What follows belongs to an exercise in optimizing a design on an open flow for small area; a production flow would make more cautious choices. Function was checked by simulation only, so behaviour that the tests miss may differ from the original. Power is estimated from default activity; no workload was simulated.

==> flow/design.v <==
module atm_code(input clk, input rst, input BTN3, BTN2, BTN1, input [3:0] SW,
                output reg [7:0] LED, output reg [6:0] digit4, digit3, digit2, digit1);
  localparam [3:0] IDLE = 4'd0;
  localparam [3:0] PE3 = 4'd1;
  localparam [3:0] PE2 = 4'd2;
  localparam [3:0] PE1 = 4'd3;
  localparam [3:0] LOCK = 4'd4;
  localparam [3:0] MENU = 4'd5;
  localparam [3:0] MONEY = 4'd6;
  localparam [3:0] WARN = 4'd7;
  localparam [3:0] PC3 = 4'd8;
  localparam [3:0] PC2 = 4'd9;
  localparam [3:0] PC1 = 4'd10;
  localparam [3:0] NEW = 4'd11;
  localparam [3:0] RSTC = 4'd12;
  reg [3:0] st, disp;
  reg [3:0] pin;
  reg [15:0] bal_d;   
  reg [4:0] pend;     
  reg [6:0] cnt;      
  reg [3:0] st_n;
  reg [4:0] pend_n;
  wire [15:0] addb = {{12{pend[4]}}, pend[3:0]};
  wire [16:0] c;
  assign c[0] = pend[4];
  genvar i;
  generate for (i = 0; i < 16; i = i + 1) begin : rca
    assign c[i+1] = (bal_d[i] & addb[i]) | (c[i] & (bal_d[i] ^ addb[i]));
  end endgenerate
  wire [15:0] bal = bal_d ^ addb ^ c[15:0];
  wire hi_nz = |bal[15:4];
  wire [4:0] g1, g0;
  assign g1[0] = 1'b1; assign g0[0] = 1'b0;
  generate for (i = 0; i < 4; i = i + 1) begin : cmp
    assign g1[i+1] = (bal[i] & ~SW[i]) | (g1[i] & (bal[i] | ~SW[i]));
    assign g0[i+1] = (bal[i] & ~SW[i]) | (g0[i] & (bal[i] | ~SW[i]));
  end endgenerate
  wire gt = hi_nz | g0[4];
  wire ge = hi_nz | g1[4];
  wire ok = (pin == SW);
  wire t100 = (cnt == 7'd22);
  wire t50 = (cnt == 7'd86);
  wire run = (st == LOCK) ? !t100 : (st == WARN) ? !t50 : 1'b0;
  wire [6:0] cnt_step = {cnt[5:0], ~(cnt[6] ^ cnt[5])};
  always @(*) begin
    pend_n = 5'd0;
    if (st == MONEY) begin
      if (BTN3) pend_n = {1'b0, SW};
      else if (BTN2 && ge) pend_n = {1'b1, ~SW};
    end
  end
  always @(*) begin
    st_n = st;
    case (st)
      IDLE: if (BTN3) st_n = PE3;
      PE3: if (BTN3) st_n = ok ? MENU : PE2; else if (BTN1) st_n = IDLE;
      PE2: if (BTN1) st_n = IDLE; else if (BTN3) st_n = ok ? MENU : PE1;
      PE1: if (BTN1) st_n = IDLE; else if (BTN3) st_n = ok ? MENU : LOCK;
      LOCK: if (t100) st_n = IDLE;
      MENU: if (BTN1) st_n = IDLE; else if (BTN3) st_n = MONEY; else if (BTN2) st_n = PC3;
      MONEY: if (BTN1) st_n = MENU; else if (BTN2 && !gt) st_n = WARN;
      WARN: if (t50) st_n = MONEY;
      PC3: if (BTN1) st_n = MENU; else if (BTN3) st_n = ok ? NEW : PC2;
      PC2: if (BTN1) st_n = MENU; else if (BTN3) st_n = ok ? NEW : PC1;
      PC1: if (BTN1) st_n = MENU; else if (BTN3) st_n = ok ? NEW : LOCK;
      NEW: if (BTN3) st_n = MENU;
      default: st_n = 4'bxxxx;
    endcase
  end
  always @(posedge clk or posedge rst) begin
    if (rst) begin
      st <= IDLE; disp <= RSTC; pin <= 4'd0; bal_d <= 16'd0; pend <= 5'd0;
    end else begin
      st <= st_n; disp <= st; bal_d <= bal; pend <= pend_n;
      if (st == NEW && BTN3) pin <= SW;
    end
  end
  always @(posedge clk) cnt <= run ? cnt_step : 7'd0;
  function [6:0] hex7(input [3:0] v);
    case (v)
      4'd0: hex7 = 7'b0000001;
      4'd1: hex7 = 7'b1001111;
      4'd2: hex7 = 7'b0010010;
      4'd3: hex7 = 7'b0000110;
      4'd4: hex7 = 7'b1001100;
      4'd5: hex7 = 7'b0100100;
      4'd6: hex7 = 7'b0100000;
      4'd7: hex7 = 7'b0001101;
      4'd8: hex7 = 7'b0000000;
      4'd9: hex7 = 7'b0000100;
      4'd10: hex7 = 7'b0001000;
      4'd11: hex7 = 7'b1100000;
      4'd12: hex7 = 7'b0110001;
      4'd13: hex7 = 7'b1000010;
      4'd14: hex7 = 7'b0110000;
      4'd15: hex7 = 7'b0111000;
    endcase
  endfunction
  always @(*) begin
    case (disp)
      IDLE: begin LED = 8'b00000001; digit4 = 7'b0110001; digit3 = 7'b0001000; digit2 = 7'b1111010; digit1 = 7'b1000010; end
      PE3: begin LED = 8'b10000000; digit4 = 7'b0011000; digit3 = 7'b0110000; digit2 = 7'b1111110; digit1 = 7'b0000110; end
      PE2: begin LED = 8'b11000000; digit4 = 7'b0011000; digit3 = 7'b0110000; digit2 = 7'b1111110; digit1 = 7'b0010010; end
      PE1: begin LED = 8'b11100000; digit4 = 7'b0011000; digit3 = 7'b0110000; digit2 = 7'b1111110; digit1 = 7'b1001111; end
      LOCK: begin LED = 8'b11111111; digit4 = 7'b0111000; digit3 = 7'b0001000; digit2 = 7'b1111001; digit1 = 7'b1110001; end
      MENU: begin LED = 8'b00010000; digit4 = 7'b0000001; digit3 = 7'b0011000; digit2 = 7'b0110000; digit1 = 7'b1101010; end
      MONEY: begin LED = 8'b00001000; digit4 = hex7(bal_d[15:12]); digit3 = hex7(bal_d[11:8]); digit2 = hex7(bal_d[7:4]); digit1 = hex7(bal_d[3:0]); end
      WARN: begin LED = 8'b11111111; digit4 = 7'b1111110; digit3 = 7'b1101010; digit2 = 7'b0001000; digit1 = 7'b1111110; end
      PC3: begin LED = 8'b00000100; digit4 = 7'b0011000; digit3 = 7'b0110001; digit2 = 7'b1111110; digit1 = 7'b0000110; end
      PC2: begin LED = 8'b00000110; digit4 = 7'b0011000; digit3 = 7'b0110001; digit2 = 7'b1111110; digit1 = 7'b0010010; end
      PC1: begin LED = 8'b00000111; digit4 = 7'b0011000; digit3 = 7'b0110001; digit2 = 7'b1111110; digit1 = 7'b1001111; end
      NEW: begin LED = 8'b00000010; digit4 = 7'b0011000; digit3 = 7'b0001000; digit2 = 7'b0100100; digit1 = 7'b0100100; end
      RSTC: begin LED = 8'b10101010; digit4 = 7'bx; digit3 = 7'bx; digit2 = 7'bx; digit1 = 7'bx; end
      default: begin LED = 8'bx; digit4 = 7'bx; digit3 = 7'bx; digit2 = 7'bx; digit1 = 7'bx; end
    endcase
  end
endmodule
export LEC_CHECK = 0
export CAP_MARGIN = 20
export CORE_MARGIN = 2
export CORE_UTILIZATION = 40
export SLEW_MARGIN = 20
create_clock -name core_clock -period 5.0 [get_ports {clk}]
run.sh (not shown) runs the stock make flow with config.mk's settings and CLKGATE_MAP_FILE= SYNTH_SCRIPT=/design/flow/synth_recipe.tcl, a recipe that flattens the netlist after the stock synthesis.
The baseline completed, yet does not pass: setup timing.
Then changed:
--- a/flow/design.v
+++ b/flow/design.v
@@ -19,17 +19,25 @@
   reg [4:0] pend;     
   reg [6:0] cnt;      
   reg [3:0] st_n;
   reg [4:0] pend_n;
-  wire [15:0] addb = {{12{pend[4]}}, pend[3:0]};
-  wire [16:0] c;
-  assign c[0] = pend[4];
+  wire s = pend[4];
+  wire [4:0] c;
+  assign c[0] = s;
   genvar i;
-  generate for (i = 0; i < 16; i = i + 1) begin : rca
-    assign c[i+1] = (bal_d[i] & addb[i]) | (c[i] & (bal_d[i] ^ addb[i]));
+  generate for (i = 0; i < 4; i = i + 1) begin : rca
+    assign c[i+1] = (bal_d[i] & pend[i]) | (c[i] & (bal_d[i] ^ pend[i]));
   end endgenerate
-  wire [15:0] bal = bal_d ^ addb ^ c[15:0];
-  wire hi_nz = |bal[15:4];
+  wire [15:0] bal;
+  assign bal[3:0] = bal_d[3:0] ^ pend[3:0] ^ c[3:0];
+  wire [16:4] k;
+  assign k[4] = c[4] ^ s;
+  generate for (i = 4; i < 16; i = i + 1) begin : incdec
+    assign k[i+1] = k[i] & (bal_d[i] ^ s);
+  end endgenerate
+  assign bal[15:4] = bal_d[15:4] ^ k[15:4];
+  wire inc = c[4] & ~s, dec = s & ~c[4];
+  wire hi_nz = ~((bal_d[15:4] == 12'd0 & ~inc & ~dec) | (bal_d[15:4] == 12'hfff & inc) | (bal_d[15:4] == 12'd1 & dec));
   wire [4:0] g1, g0;
   assign g1[0] = 1'b1; assign g0[0] = 1'b0;
   generate for (i = 0; i < 4; i = i + 1) begin : cmp
     assign g1[i+1] = (bal[i] & ~SW[i]) | (g1[i] & (bal[i] | ~SW[i]));
What happened: The new run completed with no timing, DRC or antenna violations. Fmax grows by 71%. Sequential share of layout area climbs by 0.77 points. Core utilization drops by 1.8 points. Sequential power is lower by 17%. Area after synthesis decreases by 0.37%. Setup slack gets better by 2.7 ns. Routed wire length grows by 9.5%. Hold slack improved by 0.0071 ns. Total power is lower by 22%.

==> afterwards: timing with drivers on the ports <==
Ports are ideal in the flow. The routed layouts listed here were re-timed in OpenROAD. Step 1 (the two cells are an assumption about what drives the block):
set clk [get_ports {clk}]
set_driving_cell -lib_cell sky130_fd_sc_hd__clkbuf_16 $clk
set_driving_cell -lib_cell sky130_fd_sc_hd__buf_2 [delete_from_list [all_inputs] $clk]
Step 2 also shifts input and output timing later by t, the mid clock arrival at the registers, as if the neighbouring blocks saw the same clock. Three values: ideal, step 1, step 2; two values: the first two.
| run | t, ns | slack for setup (ns) | worst setup path after step 2 | cell pins on the clock port's net |
|---|---|---|---|---|
| the first run | 0.312 | -1.526 / -1.526 / -1.526 | register to register | 1 |
| the second run | 0.310 | 1.179 / 1.151 / 1.304 | register to register | 1 |
